This design comes from an exercise in tuning for small area on the open sky130 flow, not from production work. The RTL was checked by simulation tests, not by an equivalence proof against the original design. Power and IR drop assume default switching activity.

==> flow/design.v <==
module sent_tx(
	input clk,
	input reset,
	input enable,
	input channel_format,  
	input optional_pause,
	input config_bit,
	input [3:0] id_4bit,
	input [7:0] id_8bit,
	input [11:0] data_12bit,
	input [15:0] data_16bit,
	input [7:0] data_short,
	input [2:0] fast_format,
	input [15:0] data_f1,
	input [11:0] data_f2,
	output reg data_pulse,
	output busy
	);
	localparam IDLE = 2'd0;
	localparam SYNC = 2'd1;
	localparam NIB = 2'd2;
	localparam PAUSE = 2'd3;
	function [3:0] crc4_t;
		input [3:0] v;
		integer i;
		begin
			crc4_t = v;
			for (i = 0; i < 4; i = i + 1)
				crc4_t = {crc4_t[2:0], 1'b0} ^ (crc4_t[3] ? 4'b1101 : 4'b0000);
		end
	endfunction
	reg [1:0] tcnt;
	reg ticks;
	always @(posedge clk or posedge reset) begin
		if (reset) begin
			tcnt <= 0;
			ticks <= 0;
		end
		else begin
			tcnt <= tcnt + 1'b1;
			ticks <= (tcnt == 2'd3);
		end
	end
	reg [1:0] state;
	reg pulse_done;
	reg [8:0] fcnt;        
	reg [3:0] pcnt;        
	reg [3:0] nib;         
	reg [2:0] rem;         
	reg [4:0] frame;
	reg ser_fmt;
	reg [7:0] secure_count;
	reg [3:0] crc_fast;
	reg [23:0] fdata;
	reg [11:0] s2;         
	reg [11:0] b3;         
	reg [5:0] crc_ser;     
	assign busy = (state != IDLE);
	wire last = ser_fmt ? (frame == 5'd17) : (frame == 5'd15);
	wire crc_phase = ser_fmt ? (frame < 5'd6) : (frame >= 5'd12);
	wire frame_end = pulse_done && ((state == NIB && rem == 3'd0 && !optional_pause) || state == PAUSE);
	wire frame_start = (state == IDLE && enable) || (frame_end && !last);
	always @(posedge clk or posedge reset) begin
		if (reset) begin
			data_pulse <= 1'b1;
		end
		else if (ticks) begin
			if (state == IDLE) data_pulse <= 1'b1;
			else if (state == SYNC) data_pulse <= (fcnt >= 9'd5);
			else data_pulse <= (pcnt >= 4'd5);
		end
	end
	wire pend = (state == SYNC) ? (fcnt == 9'd55) :
		    (state == NIB) ? (pcnt == 4'd11 && nib == 4'd0) :
		    (fcnt == 9'd281);
	always @(posedge clk) begin
		pulse_done <= ticks && (state != IDLE) && pend;
		if (ticks && state != IDLE) begin
			fcnt <= fcnt + 1'b1;
			if (pend) pcnt <= 0;
			else if (pcnt != 4'd11) pcnt <= pcnt + 1'b1;
		end
		if (ticks && state == NIB && pcnt == 4'd11 && nib != 4'd0)
			nib <= nib - 1'b1;
		if (frame_start) fcnt <= 0;
		if (state == SYNC && pulse_done)
			nib <= {ser_fmt ? (crc_phase | b3[11]) : (frame == 5'd0),
				crc_phase ? crc_ser[5] : s2[11], 2'b00};
		if (state == NIB && pulse_done && rem != 3'd0)
			nib <= (rem == 3'd1) ? crc_fast : fdata[23:20];
	end
	always @(posedge clk or posedge reset) begin
		if (reset) begin
			state <= IDLE;
			frame <= 0;
			ser_fmt <= 0;
			secure_count <= 0;
		end
		else begin
			if (frame_start && fast_format == 3'd3) secure_count <= secure_count + 1'b1;
			case (state)
				IDLE: if (enable) begin
					state <= SYNC;
					frame <= 0;
					ser_fmt <= channel_format;
				end
				SYNC: if (pulse_done) state <= NIB;
				NIB: if (pulse_done && rem == 3'd0) begin
					if (optional_pause) state <= PAUSE;
					else if (last) state <= IDLE;
					else begin
						state <= SYNC;
						frame <= frame + 1'b1;
					end
				end
				PAUSE: if (pulse_done) begin
					if (last) state <= IDLE;
					else begin
						state <= SYNC;
						frame <= frame + 1'b1;
					end
				end
			endcase
		end
	end
	always @(posedge clk) begin
		if (frame_start) begin
			crc_fast <= crc4_t(4'b0101);
			case (fast_format)
				3'd1: rem <= 3'd4;
				3'd2: rem <= 3'd5;
				default: rem <= 3'd7;
			endcase
			case (fast_format)
				3'd1: fdata <= {data_f1[11:0], 12'b0};
				3'd2: fdata <= {1'b0, data_f1[11:9], 1'b0, data_f1[8:6], 1'b0, data_f1[5:3], 1'b0, data_f1[2:0], 8'b0};
				3'd3: fdata <= {data_f1[11:0], secure_count, ~data_f1[11:8]};
				3'd4: fdata <= {data_f1[11:0], 12'b0};
				3'd5: fdata <= {data_f1[13:0], data_f2[1:0], data_f2[5:2], data_f2[9:6]};
				3'd6: fdata <= {data_f1[15:0], data_f2[3:0], data_f2[7:4]};
				default: fdata <= {data_f1[11:0], data_f2[3:0], data_f2[7:4], data_f2[11:8]};
			endcase
		end
		else if (state == NIB && pulse_done && rem != 3'd0) begin
			rem <= rem - 1'b1;
			if (rem != 3'd1) begin
				crc_fast <= crc4_t(crc_fast ^ fdata[23:20]);
				fdata <= {fdata[19:0], 4'b0};
			end
		end
	end
	wire calc = ticks && state == SYNC && frame == 5'd0 && fcnt < 9'd12;
	wire [5:0] c6a = {crc_ser[4:0], 1'b0} ^ ((crc_ser[5] ^ s2[11]) ? 6'b011001 : 6'b0);
	wire [5:0] c6b = {c6a[4:0], 1'b0} ^ ((c6a[5] ^ b3[11]) ? 6'b011001 : 6'b0);
	wire [3:0] c4 = {crc_ser[4:2], 1'b0} ^ ((crc_ser[5] ^ s2[11]) ? 4'b1101 : 4'b0);
	always @(posedge clk) begin
		if (state == IDLE && enable) begin
			crc_ser <= channel_format ? 6'b111011 : 6'b001111;
			s2 <= !channel_format ? {id_4bit, data_short} : config_bit ? data_16bit[11:0] : data_12bit;
			b3 <= config_bit ? {1'b0, 1'b1, id_4bit, 1'b0, data_16bit[15:12], 1'b0}
					 : {1'b0, 1'b0, id_8bit[7:4], 1'b0, id_8bit[3:0], 1'b0};
		end
		else if (calc) begin
			s2 <= {s2[10:0], s2[11]};
			b3 <= {b3[10:0], b3[11]};
			crc_ser <= ser_fmt ? c6b : {c4, crc_ser[1:0]};
		end
		else if (state == SYNC && pulse_done) begin
			if (crc_phase) crc_ser <= {crc_ser[4:0], 1'b0};
			else begin
				s2 <= {s2[10:0], s2[11]};
				b3 <= {b3[10:0], b3[11]};
			end
		end
	end
endmodule
==> flow/config.mk <==
export PLATFORM = sky130hd
export DESIGN_NAME = sent_tx
export DESIGN_NICKNAME = sent_tx
export VERILOG_FILES = /design/flow/design.v
export SDC_FILE = /design/flow/constraint.sdc
export NUM_CORES = 4
export LEC_CHECK = 0
export CAP_MARGIN = 20
export CORE_MARGIN = 2
export CORE_UTILIZATION = 60
export SLEW_MARGIN = 20
==> flow/constraint.sdc <==
create_clock -name core_clock -period 10.0 [get_ports {clk}]
set_input_delay 2.0000 -clock core_clock [delete_from_list [all_inputs] [get_ports {clk}]]
set_output_delay 2.0000 -clock core_clock [all_outputs]
set_load 0.01 [all_outputs]
standard.sh (not shown) runs the stock make flow with config.mk's settings and CLKGATE_MAP_FILE= SYNTH_SCRIPT=/design/flow/synth_recipe.tcl, a recipe that flattens the netlist after the stock synthesis.
==> flow/flow/run.sh <==
#!/bin/bash
set -euo pipefail
bash standard.sh \
  "BUFFER_PORTS_ARGS=-buffer_cell sky130_fd_sc_hd__buf_1" \
  "CTS_ARGS=-sink_clustering_enable -repair_clock_nets -dont_use_dummy_load -buf_list sky130_fd_sc_hd__clkbuf_8 -root_buf sky130_fd_sc_hd__clkbuf_8 -sink_clustering_size 30" \
  finish > standard_flow.log 2>&1
The baseline went through all stages and came out clean.
Then changed:
==> flow/flow/run.sh (replaced) <==
#!/bin/bash
set -euo pipefail
bash standard.sh "BUFFER_PORTS_ARGS=-buffer_cell sky130_fd_sc_hd__buf_1" finish > standard_flow.log 2>&1
CORE_UTILIZATION = 40   (was 60)
Outcome: Routed wire length is higher by a few percent; final area is higher by a few percent; critical path depth stays the same; die area is higher by well over a third; utilization is lower by 20 points; via count is lower slightly; sequential share of layout area is lower by 1.7 points; combinational power is higher slightly; final cell count is higher by a little under a tenth.
Then changed:
==> flow/run.sh (new file) <==
#!/bin/bash
# synth_recipe.tcl (not shown) runs the flow's synth.tcl, then flattens the netlist and writes it again
# the make line also repeats each setting of config.mk as NAME=value (left out here)
make -C /OpenROAD-flow-scripts/flow DESIGN_CONFIG=/design/flow/config.mk WORK_HOME=/design/flow/orfs CLKGATE_MAP_FILE= SYNTH_SCRIPT=/design/flow/synth_recipe.tcl finish
removed: flow/flow/run.sh
removed: flow/standard.sh
Result: Sequential power hardly moves. Routed wire length grows by 1.0%. Core utilization rises by 3.1 points. Global-route usage is higher by 0.64 points. Sequential cell count does not change. Non-clock buffer count falls by 3. Maximum frequency fell by 7.0%. Total power is lower by 4.3%. Setup slack is worse by 320 ps. Final area rises by 6.7%. Clock power went down by 16%.
Then changed:
==> flow/flow/run.sh (new file) <==
#!/bin/bash
set -euo pipefail
bash standard.sh \
  "BUFFER_PORTS_ARGS=-buffer_cell sky130_fd_sc_hd__buf_1" \
  "CTS_ARGS=-sink_clustering_enable -repair_clock_nets -dont_use_dummy_load -buf_list sky130_fd_sc_hd__clkbuf_4 -root_buf sky130_fd_sc_hd__clkbuf_8 -sink_clustering_size 12" \
  finish > standard_flow.log 2>&1
==> flow/standard.sh (new file) <==
#!/bin/bash
# synth_recipe.tcl (not shown) runs the flow's synth.tcl, then flattens the netlist and writes it again
# the make line also repeats each setting of config.mk as NAME=value (left out here)
make -C /OpenROAD-flow-scripts/flow DESIGN_CONFIG=/design/flow/config.mk WORK_HOME=/design/flow/orfs CLKGATE_MAP_FILE= SYNTH_SCRIPT=/design/flow/synth_recipe.tcl "${@:-finish}"
CORE_UTILIZATION = 60   (was 40)
removed: flow/run.sh
The changed run passed the timing, design-rule and antenna checks.
First-iteration DRC count came out lower by well over a third.
Register-to-register slack improved by 50 ps.
Setup slack gets better by 490 ps.
Worst hold slack improved by 6.8 ps.
Wire length fell by a little under a tenth.
Clock skew went up by 12 ps.
Total power goes down by about a fifth.
Clock-buffer cell count does not change.
Via count came out higher slightly.
Global-route usage increases by 6.5 points.
Utilization came out higher by 17 points.

-- what the ideal ports hide --
The flow's constraints put no driver on any port. The routed layouts listed below were extracted and timed again, unchanged, in two steps. Step 1 assumes that a clkbuf_16 drives the clock port and a buf_2 every other input. Step 2 adds t to the input delays and takes it off the output delays; t is the mean of the earliest and latest rising clock arrival at the registers after step 1. Input paths then give back, and output paths get back, about the clock's delay inside the block. Slacks: ideal ports / drivers / drivers and shift; pairs: ideal ports / drivers.
run	shift t [ns]	slack for setup (ns)	worst setup path at the end	worst data-port slew with drivers (ns)	cell pins on the clock port's net
the first run	0.393	5.892 / 5.893 / 5.500	input to register	0.04	1
the second run	0.375	5.721 / 5.734 / 5.359	input to register	0.04	1
the third run	0.388	5.400 / 5.419 / 5.031	input to register	0.04	1
the fourth run	0.393	5.892 / 5.893 / 5.500	input to register	0.04	1
After both steps setup and hold are still met in every run listed.
